Background: an optimization exercise with open tools, aiming at small area. Do not read the settings as production practice. In this exercise RTL edits were held to simulation tests only and were not proved equivalent to the original. Power and IR drop assume default switching activity.

[design/flow/config.mk]
export PLATFORM = sky130hd
export DESIGN_NAME = DevelopmentBoard
export DESIGN_NICKNAME = DevelopmentBoard
export VERILOG_FILES = /design/flow/design.v
export SDC_FILE = /design/flow/constraint.sdc
export NUM_CORES = 4
export LEC_CHECK = 0
export CAP_MARGIN = 20
export CORE_MARGIN = 2
export CORE_UTILIZATION = 65
export CTS_BUF_LIST = sky130_fd_sc_hd__clkbuf_8
export SLEW_MARGIN = 20
[design/flow/constraint.sdc]
create_clock -name core_clock -period 8.0 [get_ports {clk}]
set_input_delay 1.6000 -clock core_clock [delete_from_list [all_inputs] [get_ports {clk}]]
set_output_delay 1.6000 -clock core_clock [all_outputs]
set_load 0.01 [all_outputs]
[design/flow/design.v]
module start_end(input g, input [4:0] r, input [6:0] c, output bit_o);
wire [5:0] a = {g, r};
wire [127:0] row;
wire [63:0] k0 = 64'h0000000000000000; assign row[0] = k0[a];
wire [63:0] k1 = 64'h000000f000000000; assign row[1] = k1[a];
wire [63:0] k2 = 64'h000001f808000040; assign row[2] = k2[a];
wire [63:0] k3 = 64'h000003fc08000040; assign row[3] = k3[a];
wire [63:0] k4 = 64'h000007fe0fffffc0; assign row[4] = k4[a];
wire [63:0] k5 = 64'h000007060fffffc0; assign row[5] = k5[a];
wire [63:0] k6 = 64'h0000040308010040; assign row[6] = k6[a];
wire [63:0] k7 = 64'h0000040108010040; assign row[7] = k7[a];
wire [63:0] k8 = 64'h0000000108010040; assign row[8] = k8[a];
wire [63:0] k9 = 64'h0000004108010040; assign row[9] = k9[a];
wire [63:0] k10 = 64'h0000044108010040; assign row[10] = k10[a];
wire [63:0] k11 = 64'h00000443080180c0; assign row[11] = k11[a];
wire [63:0] k12 = 64'h000007c70c02c180; assign row[12] = k12[a];
wire [63:0] k13 = 64'h000007c706067f80; assign row[13] = k13[a];
wire [63:0] k14 = 64'h000007c603fc3e00; assign row[14] = k14[a];
wire [63:0] k15 = 64'h0000004001f00000; assign row[15] = k15[a];
wire [63:0] k16 = 64'h0000004000000000; assign row[16] = k16[a];
wire [63:0] k17 = 64'h0000000000000000; assign row[17] = k17[a];
wire [63:0] k18 = 64'h0000040008000040; assign row[18] = k18[a];
wire [63:0] k19 = 64'h0000060008000040; assign row[19] = k19[a];
wire [63:0] k20 = 64'h000001c00fffffc0; assign row[20] = k20[a];
wire [63:0] k21 = 64'h000000700fffffc0; assign row[21] = k21[a];
wire [63:0] k22 = 64'h0000001c08010040; assign row[22] = k22[a];
wire [63:0] k23 = 64'h0000000308010040; assign row[23] = k23[a];
wire [63:0] k24 = 64'h0000000300010040; assign row[24] = k24[a];
wire [63:0] k25 = 64'h0000000f00070040; assign row[25] = k25[a];
wire [63:0] k26 = 64'h0000003c003f0040; assign row[26] = k26[a];
wire [63:0] k27 = 64'h000001e001f980c0; assign row[27] = k27[a];
wire [63:0] k28 = 64'h000007800fc0c180; assign row[28] = k28[a];
wire [63:0] k29 = 64'h000006000e007f80; assign row[29] = k29[a];
wire [63:0] k30 = 64'h0000040008003e00; assign row[30] = k30[a];
wire [63:0] k31 = 64'h0000000008000000; assign row[31] = k31[a];
wire [63:0] k32 = 64'h0000000000000000; assign row[32] = k32[a];
wire [63:0] k33 = 64'h0000000100000000; assign row[33] = k33[a];
wire [63:0] k34 = 64'h0000000108000040; assign row[34] = k34[a];
wire [63:0] k35 = 64'h000007ff08000040; assign row[35] = k35[a];
wire [63:0] k36 = 64'h000000070fffffc0; assign row[36] = k36[a];
wire [63:0] k37 = 64'h0000003e0fffffc0; assign row[37] = k37[a];
wire [63:0] k38 = 64'h000000f808010040; assign row[38] = k38[a];
wire [63:0] k39 = 64'h000003c008010040; assign row[39] = k39[a];
wire [63:0] k40 = 64'h0000070008010040; assign row[40] = k40[a];
wire [63:0] k41 = 64'h0000018008010040; assign row[41] = k41[a];
wire [63:0] k42 = 64'h0000006008010040; assign row[42] = k42[a];
wire [63:0] k43 = 64'h0000001808038040; assign row[43] = k43[a];
wire [63:0] k44 = 64'h00000006080fe040; assign row[44] = k44[a];
wire [63:0] k45 = 64'h000007ff0c0000c0; assign row[45] = k45[a];
wire [63:0] k46 = 64'h000007ff0e0001c0; assign row[46] = k46[a];
wire [63:0] k47 = 64'h0000000101800600; assign row[47] = k47[a];
wire [63:0] k48 = 64'h0000000100000000; assign row[48] = k48[a];
wire [63:0] k49 = 64'h0000000008000000; assign row[49] = k49[a];
wire [63:0] k50 = 64'h000000010c000000; assign row[50] = k50[a];
wire [63:0] k51 = 64'h000000010f800000; assign row[51] = k51[a];
wire [63:0] k52 = 64'h000007ff087c0000; assign row[52] = k52[a];
wire [63:0] k53 = 64'h000007ff080fc000; assign row[53] = k53[a];
wire [63:0] k54 = 64'h0000002100087c00; assign row[54] = k54[a];
wire [63:0] k55 = 64'h00000021000803c0; assign row[55] = k55[a];
wire [63:0] k56 = 64'h00000021000803c0; assign row[56] = k56[a];
wire [63:0] k57 = 64'h0000002100083fc0; assign row[57] = k57[a];
wire [63:0] k58 = 64'h00000021000bfc00; assign row[58] = k58[a];
wire [63:0] k59 = 64'h00000021087f8000; assign row[59] = k59[a];
wire [63:0] k60 = 64'h000000710ff80000; assign row[60] = k60[a];
wire [63:0] k61 = 64'h000004010f800000; assign row[61] = k61[a];
wire [63:0] k62 = 64'h000004030c000000; assign row[62] = k62[a];
wire [63:0] k63 = 64'h0000020408000000; assign row[63] = k63[a];
wire [63:0] k64 = 64'h0000000000000000; assign row[64] = k64[a];
wire [63:0] k65 = 64'h0000000000000000; assign row[65] = k65[a];
wire [63:0] k66 = 64'h0000000008000040; assign row[66] = k66[a];
wire [63:0] k67 = 64'h0000000008000040; assign row[67] = k67[a];
wire [63:0] k68 = 64'h000000000fffffc0; assign row[68] = k68[a];
wire [63:0] k69 = 64'h000000000fffffc0; assign row[69] = k69[a];
wire [63:0] k70 = 64'h0000000008030040; assign row[70] = k70[a];
wire [63:0] k71 = 64'h0000000008008040; assign row[71] = k71[a];
wire [63:0] k72 = 64'h000000000003e000; assign row[72] = k72[a];
wire [63:0] k73 = 64'h00000000000f1800; assign row[73] = k73[a];
wire [63:0] k74 = 64'h00000000003c0640; assign row[74] = k74[a];
wire [63:0] k75 = 64'h0000000009f003c0; assign row[75] = k75[a];
wire [63:0] k76 = 64'h000000000fc000c0; assign row[76] = k76[a];
wire [63:0] k77 = 64'h000000000e000040; assign row[77] = k77[a];
wire [63:0] k78 = 64'h0000000008000040; assign row[78] = k78[a];
wire [63:0] k79 = 64'h0000000008000000; assign row[79] = k79[a];
wire [63:0] k80 = 64'h0000000000000000; assign row[80] = k80[a];
wire [63:0] k81 = 64'h0000000000000000; assign row[81] = k81[a];
wire [63:0] k82 = 64'h00000001001ff000; assign row[82] = k82[a];
wire [63:0] k83 = 64'h0000000100fffc00; assign row[83] = k83[a];
wire [63:0] k84 = 64'h000007ff03c00f00; assign row[84] = k84[a];
wire [63:0] k85 = 64'h000007ff06000180; assign row[85] = k85[a];
wire [63:0] k86 = 64'h0000002104000080; assign row[86] = k86[a];
wire [63:0] k87 = 64'h0000002108000040; assign row[87] = k87[a];
wire [63:0] k88 = 64'h0000002108000040; assign row[88] = k88[a];
wire [63:0] k89 = 64'h0000002108000040; assign row[89] = k89[a];
wire [63:0] k90 = 64'h0000002108000040; assign row[90] = k90[a];
wire [63:0] k91 = 64'h0000002104000080; assign row[91] = k91[a];
wire [63:0] k92 = 64'h0000007106000180; assign row[92] = k92[a];
wire [63:0] k93 = 64'h0000040103c00f00; assign row[93] = k93[a];
wire [63:0] k94 = 64'h0000040300fffc00; assign row[94] = k94[a];
wire [63:0] k95 = 64'h00000204003fe000; assign row[95] = k95[a];
wire [63:0] k96 = 64'h0000000000000000; assign row[96] = k96[a];
wire [63:0] k97 = 64'h0000000100000040; assign row[97] = k97[a];
wire [63:0] k98 = 64'h0000000100000040; assign row[98] = k98[a];
wire [63:0] k99 = 64'h000007ff01ffffc0; assign row[99] = k99[a];
wire [63:0] k100 = 64'h0000000307ffffc0; assign row[100] = k100[a];
wire [63:0] k101 = 64'h0000000606000040; assign row[101] = k101[a];
wire [63:0] k102 = 64'h0000000c0c000040; assign row[102] = k102[a];
wire [63:0] k103 = 64'h0000001808000000; assign row[103] = k103[a];
wire [63:0] k104 = 64'h0000003008000000; assign row[104] = k104[a];
wire [63:0] k105 = 64'h0000006008000000; assign row[105] = k105[a];
wire [63:0] k106 = 64'h000000c008000000; assign row[106] = k106[a];
wire [63:0] k107 = 64'h0000018004000040; assign row[107] = k107[a];
wire [63:0] k108 = 64'h0000030102000040; assign row[108] = k108[a];
wire [63:0] k109 = 64'h0000060101ffffc0; assign row[109] = k109[a];
wire [63:0] k110 = 64'h000007ff00000040; assign row[110] = k110[a];
wire [63:0] k111 = 64'h0000000100000040; assign row[111] = k111[a];
wire [63:0] k112 = 64'h0000000100000000; assign row[112] = k112[a];
wire [63:0] k113 = 64'h0000000000000000; assign row[113] = k113[a];
wire [63:0] k114 = 64'h0000000100000600; assign row[114] = k114[a];
wire [63:0] k115 = 64'h00000001000001c0; assign row[115] = k115[a];
wire [63:0] k116 = 64'h000007ff000000c0; assign row[116] = k116[a];
wire [63:0] k117 = 64'h000007ff00000040; assign row[117] = k117[a];
wire [63:0] k118 = 64'h0000000108000040; assign row[118] = k118[a];
wire [63:0] k119 = 64'h0000000108000040; assign row[119] = k119[a];
wire [63:0] k120 = 64'h000000010fffffc0; assign row[120] = k120[a];
wire [63:0] k121 = 64'h000000010fffffc0; assign row[121] = k121[a];
wire [63:0] k122 = 64'h0000040108000040; assign row[122] = k122[a];
wire [63:0] k123 = 64'h0000040008000040; assign row[123] = k123[a];
wire [63:0] k124 = 64'h0000020200000040; assign row[124] = k124[a];
wire [63:0] k125 = 64'h0000030600000040; assign row[125] = k125[a];
wire [63:0] k126 = 64'h000001fc000001c0; assign row[126] = k126[a];
wire [63:0] k127 = 64'h000000f800000700; assign row[127] = k127[a];
assign bit_o = row[c];
endmodule
module DevelopmentBoard(
    input wire clk,
    input wire reset, B2, B3, B4, B5,
    output wire h_sync, v_sync,
    output wire [15:0] rgb
);
reg [3:0] q0, q1, q2;    
always @(posedge clk or negedge reset) begin
    if (!reset) begin
        q0 <= 4'b1111;
        q1 <= 4'b1111;
        q2 <= 4'b1111;
    end else begin
        q0 <= {B5, B4, B3, B2};
        q1 <= q0;
        q2 <= q1;
    end
end
wire f2 = ~q1[0] & q2[0];
wire f3 = ~q1[1] & q2[1];
wire f4 = ~q1[2] & q2[2];
wire f5 = ~q1[3] & q2[3];
wire start = ~(q1[0] | q1[3]) & (q2[0] | q2[3]);
reg [9:0] h, v;
wire h800 = h[9] & h[8] & h[5];                  
wire h799 = h[9] & h[8] & (&h[4:0]);             
wire v525 = v[9] & v[3] & v[2] & v[0];           
always @(posedge clk or negedge reset) begin
    if (!reset) begin
        h <= 10'd0;
        v <= 10'd0;
    end else begin
        h <= h800 ? 10'd0 : h + 10'd1;
        if (h799) v <= v + 10'd1;
        else if (v525) v <= 10'd0;
    end
end
wire vs = h800 ? ((v == 10'd491) | (v == 10'd492) | (v == 10'd493))
                : ((v == 10'd490) | (v == 10'd491) | (v == 10'd492));
assign v_sync = vs;
assign h_sync = (h >= 10'd657) & (h <= 10'd753);
wire vrise = (h == 10'd0) & (v == 10'd490);      
wire vfall = (h == 10'd0) & (v == 10'd493);      
reg mt, mg, mo;
wire lose;
reg mt_n, mg_n, mo_n;
always @(*) begin
    mt_n = mt; mg_n = mg; mo_n = mo;
    if (mt & ~mg) begin
        if (f2)      begin mt_n = 1'b0; mg_n = 1'b0; mo_n = 1'b0; end
        else if (f5) begin mt_n = 1'b0; mg_n = 1'b1; mo_n = 1'b0; end
        else if (f3) begin mt_n = 1'b0; mg_n = 1'b0; mo_n = 1'b1; end
    end else if (~mt & ~mo) begin
        if (lose)    begin mt_n = 1'b1; mg_n = 1'b1; end
    end else if (mt & mg) begin
        if (f2)      begin mg_n = 1'b0; end
    end
end
always @(posedge clk or negedge reset) begin
    if (!reset) begin
        mt <= 1'b1; mg <= 1'b0; mo <= 1'b0;
    end else begin
        mt <= mt_n; mg <= mg_n; mo <= mo_n;
    end
end
reg [4:0] p;     
always @(posedge clk or negedge reset) begin
    if (!reset) p <= 5'd9;
    else if (f4) begin
        if (p != 5'd19) p <= p + 5'd1;
    end else if (f3) begin
        if (p != 5'd1) p <= p - 5'd1;
    end
end
reg [8:0] bx;
reg [6:0] by;
reg [2:0] bs;    
reg hc, vc;      
wire ybot = (by == 7'd120);      
wire ytop = (by == 7'd5);        
wire xr   = (bx == 9'd315);      
wire xl   = (bx == 9'd5);        
reg [2:0] bs_n;
always @(*) begin
    case (bs)
        3'd4: bs_n = start ? 3'd3 : 3'd4;
        3'd0: bs_n = ybot ? 3'd2 : xr ? 3'd1 : vc ? 3'd2 : hc ? 3'd1 : 3'd0;
        3'd1: bs_n = ybot ? 3'd3 : xl ? 3'd0 : vc ? 3'd3 : hc ? 3'd0 : 3'd1;
        3'd2: bs_n = ytop ? 3'd0 : xr ? 3'd3 : vc ? 3'd0 : hc ? 3'd3 : 3'd2;
        3'd3: bs_n = ytop ? 3'd1 : xl ? 3'd2 : vc ? 3'd1 : hc ? 3'd2 : 3'd3;
        default: bs_n = 3'd4;
    endcase
end
always @(posedge clk or negedge reset) begin
    if (!reset) begin
        bs <= 3'd4;
        bx <= 9'd160;
        by <= 7'd100;
    end else begin
        bs <= bs_n;
        if (vrise & ~bs[2]) begin
            bx <= bs[0] ? bx - 9'd5 : bx + 9'd5;
            by <= bs[1] ? by - 7'd5 : by + 7'd5;
        end
    end
end
wire [8:0] dx = h[9:1] - bx;                     
wire [7:0] dy = v[9:2] - {1'b0, by};                    
wire dx_m3 = (dx == 9'h1fd), dx_m2 = (dx == 9'h1fe), dx_m1 = (dx == 9'h1ff);
wire dx_0 = (dx == 9'd0), dx_1 = (dx == 9'd1), dx_2 = (dx == 9'd2);
wire dy_m3 = (dy == 8'hfd), dy_m2 = (dy == 8'hfe), dy_m1 = (dy == 8'hff);
wire dy_0 = (dy == 8'd0), dy_1 = (dy == 8'd1), dy_2 = (dy == 8'd2);
wire [1:0] vl = v[1:0];
wire x_eq   = dx_0 & ~h[0];                                      
wire x_box  = dx_m1 | dx_0 | dx_1 & ~h[0];                       
wire x_near = dx_m2 | dx_m1 | dx_0 | dx_1 | dx_2 | dx_m3 & h[0];  
wire y_eq   = dy_0 & (vl == 2'd0);                               
wire y_box  = dy_0 & (vl != 2'd3) | dy_m1 & vl[1];               
wire y_pad  = dy_0 | dy_m1 & (vl != 2'd0);                       
wire y_row1 = dy_m2 | dy_m1 | dy_0 | dy_1 | dy_m3 & vl[1] | dy_2 & (vl != 2'd3);  
wire y_row23 = dy_0 | dy_1 | dy_m1 & (vl == 2'd3) | dy_2 & (vl != 2'd3);          
wire row1 = (v > 10'd64) & (v <= 10'd96);
wire row2 = (v > 10'd128) & (v <= 10'd160);
wire row3 = (v > 10'd192) & (v <= 10'd224);
wire hblk = (h > 10'd64) & (h <= 10'd576);       
wire hdb  = (h > 10'd65) & (h <= 10'd577);       
wire [2:0] k = h[8:6] - 3'd1;                    
reg [7:0] s1, s2, s3;
wire [7:0] srow = (row1 ? s1 : 8'd0) | (row2 ? s2 : 8'd0) | (row3 ? s3 : 8'd0);
wire sbit = srow[k];
wire db = hdb & (row1 | row2 | row3);
reg win, lose_r;
assign lose = lose_r;
reg dp;          
wire vhit = x_eq & (row1 ? y_row1 : y_row23) & sbit;
wire hhit = y_eq & x_near & sbit;
wire del = ~start & db & (vhit | hhit);
wire [7:0] kmask = 8'd1 << k;
reg [7:0] s1_n, s2_n, s3_n;
always @(*) begin
    s1_n = s1; s2_n = s2; s3_n = s3;
    if (start) begin
        if (mg) begin
            s1_n = 8'hff; s2_n = 8'h00; s3_n = 8'hff;
        end else if (mo) begin
            s1_n = 8'h01; s2_n = 8'h00; s3_n = 8'h00;
        end else begin
            s1_n = 8'hff; s2_n = 8'hff; s3_n = 8'hff;
        end
    end else if (db & (x_eq & (row1 ? y_row1 : y_row23) | y_eq & x_near)) begin
        if (row1) s1_n = s1 & ~kmask;
        if (row2) s2_n = s2 & ~kmask;
        if (row3) s3_n = s3 & ~kmask;
    end
end
always @(posedge clk or negedge reset) begin
    if (!reset) begin
        s1 <= 8'd0; s2 <= 8'd0; s3 <= 8'd0;
        win <= 1'b0; lose_r <= 1'b0;
        hc <= 1'b0; vc <= 1'b0;
    end else begin
        s1 <= s1_n; s2 <= s2_n; s3 <= s3_n;
        if (del & ~|{s1_n, s2_n, s3_n}) win <= 1'b1;
        if (~start) begin
            if (dp) vc <= x_eq & y_pad;
            else if (db) begin
                if (vhit) vc <= 1'b1;
                else if (hhit) hc <= 1'b1;
                else begin vc <= 1'b0; hc <= 1'b0; end
            end
        end
        if (~start & ybot & ~vs) lose_r <= 1'b1;
    end
end
wire [4:0] dpx = h[9:5] - p;
wire pbox = (v >= 10'd461) & (v <= 10'd467) &
            ((dpx == 5'd0) | (dpx == 5'h1f) & (h[4:0] >= 5'd9) | (dpx == 5'd1) & (h[4:0] <= 5'd7));
always @(posedge clk) dp <= pbox;
reg [2:0] ft;        
reg fw, fr;          
always @(posedge clk or negedge reset) begin
    if (!reset) ft <= 3'd0;
    else if (ft == 3'd6) ft <= 3'd0;
    else if (vrise) ft <= ft + 3'd1;
end
always @(posedge clk) begin
    if (ft == 3'd0) begin
        fw <= 1'b0; fr <= 1'b0;
    end else if (ft == 3'd3) begin
        if (win) begin fw <= 1'b1; fr <= 1'b0; end
        else if (lose_r) begin fw <= 1'b0; fr <= 1'b1; end
    end
end
reg [2:0] g_n;
always @(*) begin
    if (h >= 10'd640 || v >= 10'd480) g_n = 3'b000;
    else if (win) g_n = {fw | fr, fw, fw};
    else if (lose_r) g_n = 3'b100;
    else if (v < 10'd472 && (h < 10'd8 || h > 10'd632) || v < 10'd8) g_n = 3'b010;
    else if (v > 10'd472) g_n = 3'b100;
    else if (x_box & y_box) g_n = 3'b111;
    else if (pbox) g_n = 3'b111;
    else if (hblk & (row1 | row2 | row3)) g_n = sbit ? ((k == 3'd0) ? 3'd3 : k) : 3'd0;
    else g_n = 3'b000;
end
reg cs;      
always @(posedge clk or negedge reset) begin
    if (!reset) cs <= 1'b0;
    else if (vfall) cs <= ~cs;
end
wire [9:0] ty = v - (cs ? 10'd210 : 10'd200);
wire tgo = mt & mg;                              
wire twin = (h[9:7] == 3'b010) & (ty[9:5] == 5'd0);
wire tbit;
start_end rom (.g(tgo), .r(ty[4:0]), .c(h[6:0]), .bit_o(tbit));
wire t_n = twin & tbit;
reg [2:0] o;
always @(posedge clk) o <= mt_n ? {3{t_n}} : g_n;
assign rgb = {{5{o[2]}}, {6{o[1]}}, {5{o[0]}}};
endmodule
[design/flow/flow/run.sh]
#!/bin/bash
# Own layout flow: the standard synthesis, then its combinational logic re-mapped for
# area (flip-flops untouched, same cells and names), then the standard layout steps.
set -euo pipefail
W=$(pwd)
F=$W/flow
R=$W/orfs/results/$FLOW_PLATFORM/DevelopmentBoard/base
LIB=$FLOW_HOME/platforms/$FLOW_PLATFORM/lib/sky130_fd_sc_hd__tt_025C_1v80.lib
DS_TIME=${DS_TIME:-150}
MAP='&put\ndch\namap -A 10 -F 4 -C 1000\ntopo\n'
PRE_A='strash\n'
PRE_B='strash\ndc2\nbalance\nrewrite -z\nrefactor -z\ndc2\n'
PRE_D='strash\n&get -n\n&synch2\n&put\nstrash\n'
PRE_E='strash\nif -K 6\nstrash\ndc2\n'

bash standard.sh synth > $W/log_1_standard_synth.txt 2>&1
cp $R/1_2_yosys.v $W/std_1_2_yosys.v

# one area re-mapping: reopt TAG INPUT PRESCRIPT SEED
reopt() {
  printf "$3&get -n\n&deepsyn -T $DS_TIME -S $4\n$MAP" > $W/reopt_$1.abc
  REOPT_LIB=$LIB REOPT_IN=$2 REOPT_OUT=$W/reopt_out_$1.v REOPT_ABC=$W/reopt_$1.abc REOPT_TAG=$1 \
      yosys -c $F/reopt.tcl > $W/log_3_reopt_$1.txt 2>&1 || true
}
best=""
best_area=""
pick() {
  for t in "$@"; do
    [[ -f $W/reopt_stat_out_$t.txt && -f $W/reopt_out_$t.v ]] || continue
    a=$(grep "Chip area" $W/reopt_stat_out_$t.txt | awk '{print $NF}')
    echo "run $t area $a" >> $W/log_3_reopt_summary.txt
    if [[ -z "$best" ]] || awk "BEGIN{exit !($a < $best_area)}"; then best=$t; best_area=$a; fi
  done
}

# stage 1: from the standard synthesis, four starting structures and seeds in parallel
python3 $F/comb2gen.py $LIB $W/std_1_2_yosys.v $W/reopt_in.v > $W/log_2_comb2gen.txt 2>&1
reopt s1b $W/reopt_in.v "$PRE_B" 1 &
reopt s1e $W/reopt_in.v "$PRE_E" 1 &
reopt s1f $W/reopt_in.v "$PRE_B" 2 &
reopt s1g $W/reopt_in.v "$PRE_E" 2 &
wait
pick s1b s1e s1f s1g

for st in 2 3 4; do
  python3 $F/comb2gen.py $LIB $W/reopt_out_$best.v $W/reopt_in$st.v > $W/log_2_comb2gen_$st.txt 2>&1
  reopt s${st}a $W/reopt_in$st.v "$PRE_A" $((st + 1)) &
  reopt s${st}b $W/reopt_in$st.v "$PRE_B" $((st + 1)) &
  reopt s${st}d $W/reopt_in$st.v "$PRE_D" $((st + 1)) &
  reopt s${st}e $W/reopt_in$st.v "$PRE_E" $((st + 1)) &
  wait
  pick s${st}a s${st}b s${st}d s${st}e
done
echo "chosen $best" >> $W/log_3_reopt_summary.txt

cp $W/reopt_out_$best.v $R/1_2_yosys.v
rm -f $R/1_synth.odb $R/1_synth.sdc
bash standard.sh finish BUFFER_PORTS_ARGS="-buffer_cell sky130_fd_sc_hd__buf_1" > $W/log_4_standard_finish.txt 2>&1
[design/flow/flow/comb2gen.py]
# Rewrite a mapped sky130 netlist (Yosys write_verilog output) so that every
# combinational cell becomes an assign with the cell's liberty function.
# Flip-flop instances (and anything without a function) are kept as they are.
# usage: python3 comb2gen.py LIB IN.v OUT.v
import re
import sys


def block(text, start):
    """Return the index just past the brace block that opens at or after start."""
    i = text.index('{', start)
    depth = 0
    while True:
        ch = text[i]
        if ch == '{':
            depth += 1
        elif ch == '}':
            depth -= 1
            if depth == 0:
                return i + 1
        i += 1


def lib_functions(path):
    text = open(path).read()
    funcs = {}
    for m in re.finditer(r'\bcell\s*\(\s*"?(\w+)"?\s*\)\s*\{', text):
        name = m.group(1)
        end = block(text, m.start())
        body = text[m.end():end - 1]
        outs = {}
        is_seq = re.search(r'\b(ff|latch|statetable)\s*\(', body) is not None
        for pm in re.finditer(r'\bpin\s*\(\s*"?(\w+)"?\s*\)\s*\{', body):
            pend = block(body, pm.start())
            pbody = body[pm.end():pend - 1]
            # only the pin's own attributes, not nested groups
            flat = re.sub(r'\{[^{}]*\}', '', pbody)
            while re.search(r'\{[^{}]*\}', flat):
                flat = re.sub(r'\{[^{}]*\}', '', flat)
            d = re.search(r'(?<![\w])direction\s*:\s*"?(\w+)"?', flat)
            f = re.search(r'(?<![\w])function\s*:\s*"([^"]*)"', flat)
            if d and d.group(1) == 'output' and f:
                outs[pm.group(1)] = f.group(1)
        if outs and not is_seq:
            funcs[name] = outs
    return funcs


def expr(func, pins):
    def sub(m):
        tok = m.group(0)
        if tok in pins:
            return '(' + pins[tok] + ')'
        if tok in ('0', '1'):
            return "1'b" + tok
        raise KeyError(tok)
    e = re.sub(r'[A-Za-z_]\w*|\b[01]\b', sub, func)
    e = e.replace('!', '~')
    return e


def main():
    lib, inp, outp = sys.argv[1:4]
    funcs = lib_functions(lib)
    src = open(inp).read()
    out = []
    pos = 0
    inst_re = re.compile(r'^(\s*)(sky130_fd_sc_hd__\w+)\s+(\\\S+\s|\w+)\s*\((.*?)\);\s*$',
                         re.S | re.M)
    n_conv = 0
    for m in inst_re.finditer(src):
        cell = m.group(2)
        if cell not in funcs:
            continue
        out.append(src[pos:m.start()])
        pins = {}
        for pm in re.finditer(r'\.(\w+)\s*\(\s*((?:\\\S+\s)|[^()]*?)\s*\)', m.group(4)):
            net = pm.group(2)
            if net.startswith('\\') and not net.endswith(' '):
                net += ' '
            pins[pm.group(1)] = net
        lines = []
        for opin, f in funcs[cell].items():
            if opin in pins and pins[opin].strip():
                lines.append('  assign %s = %s;' % (pins[opin], expr(f, pins)))
        out.append('\n'.join(lines) + '\n')
        pos = m.end()
        n_conv += 1
    out.append(src[pos:])
    open(outp, 'w').write(''.join(out))
    print('converted', n_conv, 'cells')


main()
[design/flow/flow/reopt.tcl]
# Re-map the combinational logic of the standard synthesis for area.
# The flip-flops of the standard synthesis stay as they are (same cells and names).
# env: REOPT_LIB, REOPT_IN, REOPT_OUT, REOPT_ABC (abc script), REOPT_TAG (stat file names)
set lib $::env(REOPT_LIB)
set tag $::env(REOPT_TAG)
set dont_use {probe_p_8 probec_p_8 lpflow_bleeder_1 lpflow_clkbufkapwr_1 lpflow_clkbufkapwr_16
  lpflow_clkbufkapwr_2 lpflow_clkbufkapwr_4 lpflow_clkbufkapwr_8 lpflow_clkinvkapwr_1
  lpflow_clkinvkapwr_16 lpflow_clkinvkapwr_2 lpflow_clkinvkapwr_4 lpflow_clkinvkapwr_8
  lpflow_decapkapwr_12 lpflow_decapkapwr_3 lpflow_decapkapwr_4 lpflow_decapkapwr_6
  lpflow_decapkapwr_8 lpflow_inputiso0n_1 lpflow_inputiso0p_1 lpflow_inputiso1n_1
  lpflow_inputiso1p_1 lpflow_inputisolatch_1 lpflow_isobufsrc_1 lpflow_isobufsrc_16
  lpflow_isobufsrc_2 lpflow_isobufsrc_4 lpflow_isobufsrc_8 lpflow_isobufsrckapwr_16
  lpflow_lsbuf_lh_hl_isowell_tap_1 lpflow_lsbuf_lh_hl_isowell_tap_2
  lpflow_lsbuf_lh_hl_isowell_tap_4 lpflow_lsbuf_lh_isowell_4 lpflow_lsbuf_lh_isowell_tap_1
  lpflow_lsbuf_lh_isowell_tap_2 lpflow_lsbuf_lh_isowell_tap_4}
set du_args {}
foreach c $dont_use { lappend du_args -dont_use sky130_fd_sc_hd__$c }

yosys read_liberty -lib $lib
yosys read_verilog -defer $::env(REOPT_IN)
yosys hierarchy -check -top DevelopmentBoard
yosys proc
yosys opt_clean
yosys techmap
yosys opt -fast
yosys tee -o reopt_stat_in_$tag.txt stat -liberty $lib
yosys abc -liberty $lib {*}$du_args -script $::env(REOPT_ABC)
yosys opt_clean -purge
yosys splitnets
yosys opt_clean -purge
yosys hilomap -singleton -hicell sky130_fd_sc_hd__conb_1 HI -locell sky130_fd_sc_hd__conb_1 LO
yosys insbuf -buf sky130_fd_sc_hd__buf_4 A X
yosys check -assert
yosys tee -o reopt_stat_out_$tag.txt stat -liberty $lib
yosys write_verilog -noattr -nohex -nodec $::env(REOPT_OUT)
[design/flow/standard.sh]
#!/bin/bash
# synth_recipe.tcl (not shown) runs the flow's synth.tcl, then flattens the netlist and writes it again
# the make line also repeats each setting of config.mk as NAME=value (left out here)
make -C /OpenROAD-flow-scripts/flow DESIGN_CONFIG=/design/flow/config.mk WORK_HOME=/design/flow/orfs CLKGATE_MAP_FILE= SYNTH_SCRIPT=/design/flow/synth_recipe.tcl "${@:-finish}"
==> out/results.txt <==
Yosys warning total - 1
row count - 38
max-cap violations - 0
Avg Inst Size Synth - 6.91 sq um
Worst slew margin - 0.242
Initial Util - 0.672
Reg area - 0.00242 sq mm
# nets final - 1093
# port buffers - 23
Tmin final - 6600 ps
Clock Pin Slew Worst Setup and Hold Paths - 110 ps
Setup crit start kind - flop
Fmax achieved - 151 MHz
vias per cell - 7.36
share of cells above drive strength 1 - 0.0412
Max clock buf depth - 2
Post-Route WL - 27900 microns
Final ANT Viol Nets - 0
post-CTS resize count - 0
Leakage - 2.79 nW
gr ovfl total - 0
Synth-to-Final Area Change - 5.56%
clk root buf - clkbuf_8
cts bufs inserted - 9
IO Pins - 24
Critical-path top delay cell - nor2_1
Clock Power Share - 0.302
Design Area, Final - 0.00772 sq mm
CP peak stage delay - 530 ps
max-slew violation count - 0
fin crit share - 0.825
final setup margin - 1400 ps
final core utilization - 0.709
DR pass1 iterations - 9
H-tree Lvls - 3
Worst VDD drop - 0.215 mV
initial antenna violation count - 0
Final Setup Violations - 0
DP HPWL - 20400 microns
Critical Path AT - 6900 ps
Mapped Nets - 1065
largest net degree at the start of global routing - 55
CTS Hold Bufs - 0
element type at the critical path end - flop
P_sw - 0.000332 W
# fillers - 885
total track usage - 0.482
multi-input logic area - 0.00429 sq mm
Mapped Cells - 1059
CTS tree - built
via count - 9066
Fin. Hold Viols - 0
status - complete, no violations
RSZ-0062 raised after global routing - false
PD cells - 134 mW/mm^2
antenna diode count - 0
combinational share of power - 0.147
first-pass GRT wire length - 44100 microns
dpl ws - 1720 ps
RePlAce Congestion - 1.21
CP Class - reg -> reg
Worst-Margin Slew - 1130 ps
1st-iter DRT viols - 1717
clk sinks - 97
switching part of the total - 0.321
Setup Skew - 16.5 ps
mapped cell area - 0.00732 sq mm
DRC errors left - 0
Seq pwr share - 0.550
core area - 0.0109 sq mm
Cell Int Power - 0.000703 W
Required @ worst endpoint - 8300 ps
Worst-Skew Late Latency - 400 ps
die height - 110 microns
final setup TNS - 0 ps
worst min path class - reg -> reg
Die Width - 110 microns
placed inst area - 0.00754 sq mm
peak fanout along the critical path - 12
full die area - 0.0121 sq mm
post-CTS setup repair buffer count - 0
wire length per cell - 22.7 microns
vias in the first global route - 8309
crit-path most repeated cell - nor2_1
-- layer usage --
| metal | vias to the layer above | wire (microns) | global-route usage |
|---|---|---|---|
| li1 | 3915 | - | - |
| met1 | 4027 | 9660 | 0.598 |
| met2 | 873 | 11500 | 0.703 |
| met3 | 251 | 4340 | 0.186 |
| met4 | 0 | 2400 | 0.306 |
| met5 | - | 0 | 0 |
-- final cells by class --
class | instances | area share
inverter | 135 | 0.0656
tap | 140 | 0.0227
clock buffer | 9 | 0.0160
sequential | 97 | 0.314
multi-input combinational | 814 | 0.556
timing repair buffer | 30 | 0.0185
clock inverter | 7 | 0.00729
-- worst max-delay path, delay by kind of cell (launching register included) --
family          cells  cell delay [ps]
buf+inv             6             1300
compound gates      9             1500
flops               1              520
simple gates       13             3180
-- state kept, by name, indices dropped and copies added, names as in the netlist, 4 cells and up --
register and count:
h 10, bx 9, q1 4, s3 8, s1 8, v 10, q2 4, s2 8
by 7, q0 4, p 5
-- placed cells by master, fill, tap and decap left out, types with 4 or more instances in the layout --
| master | instances |
|---|---|
| a21oi_1 | 63 |
| o221ai_1 | 9 |
| clkinv_1 | 135 |
| nand2_1 | 60 |
| o21a_1 | 16 |
| dfstp_2 | 21 |
| nor4_1 | 15 |
| o22a_1 | 4 |
| o31ai_1 | 6 |
| or4_1 | 5 |
| nand3_1 | 28 |
| dfxtp_1 | 6 |
| buf_1 | 22 |
| a211oi_1 | 15 |
| dfrtp_1 | 70 |
| nor2_1 | 251 |
| or2_0 | 6 |
| o2111ai_1 | 10 |
| o22ai_1 | 29 |
| clkbuf_8 | 9 |
| o21ai_0 | 119 |
| nor3_1 | 52 |
| a31o_1 | 4 |
| a222oi_1 | 5 |
| buf_4 | 7 |
| or3_1 | 10 |
| a22oi_1 | 10 |
| a31oi_1 | 21 |
| nor2b_1 | 5 |
| o211ai_1 | 9 |
| nand4_1 | 9 |
| o311ai_0 | 5 |
-- power groups by stage --
| stage | Combinational, W | Clock [W] | Sequential [W] |
|---|---|---|---|
| final | 0.000153 | 0.000313 | 0.000569 |
| after CTS | 0.000147 | 0.000308 | 0.000566 |
| after detailed placement | 0.000143 | 0 | 0.000574 |
| after floorplan | 0.000106 | 0 | 0.000564 |
| after global routing | 0.000167 | 0.000325 | 0.000573 |
| after global placement | 0.000134 | 0 | 0.000572 |
-- final timing paths --
check	startpoint	endpoint	slack [ps]	cells after the start
setup / recovery	cs	o[2]	1400	28
hold / removal	q0[3]	q1[3]	360	0
setup reg to reg	cs	o[2]	1400	28
hold reg to reg	q0[3]	q1[3]	360	0
max in group asynchronous	reset	s3[6]	5750	2
min in group asynchronous	reset	by[4]	1190	1
-- through the flow --
| step | power (W) | hold WS, ps | std cells |
|---|---|---|---|
| floorplan | 0.000670 | 345 | 1059 |
| global placement | 0.000706 | 346 | 1215 |
| detailed placement | 0.000717 | 347 | 1216 |
| CTS | 0.00102 | 360 | 1232 |
| global route | 0.00107 | 363 | 1232 |
| finish | 0.00103 | 358 | 1232 |

what the ideal ports hide:
The flow's constraints put no driver on any port. The routed layout listed below was extracted and timed again, unchanged, in two steps. Step 1 (the two cells are an assumption about what drives the block):
set clk [get_ports {clk}]
set_driving_cell -lib_cell sky130_fd_sc_hd__clkbuf_16 $clk
set_driving_cell -lib_cell sky130_fd_sc_hd__buf_2 [delete_from_list [all_inputs] $clk]
Step 2 also shifts input and output timing later by t, the mid clock arrival at the registers, as if the neighbouring blocks saw the same clock. a / b / c = ideal / step 1 / step 2; a / b = the first two.
shift t [ns]: 0.428
slack for setup (ns): 1.397 / 1.397 / 1.397
hold slack, ns: 0.358 / 0.358 / 0.358
cell pins on the clock port's net: 1
After both steps setup and hold are still met in this run. For this run, drivers alone change the setup slack by 0.000 ns; drivers and shift together by 0.000 ns.
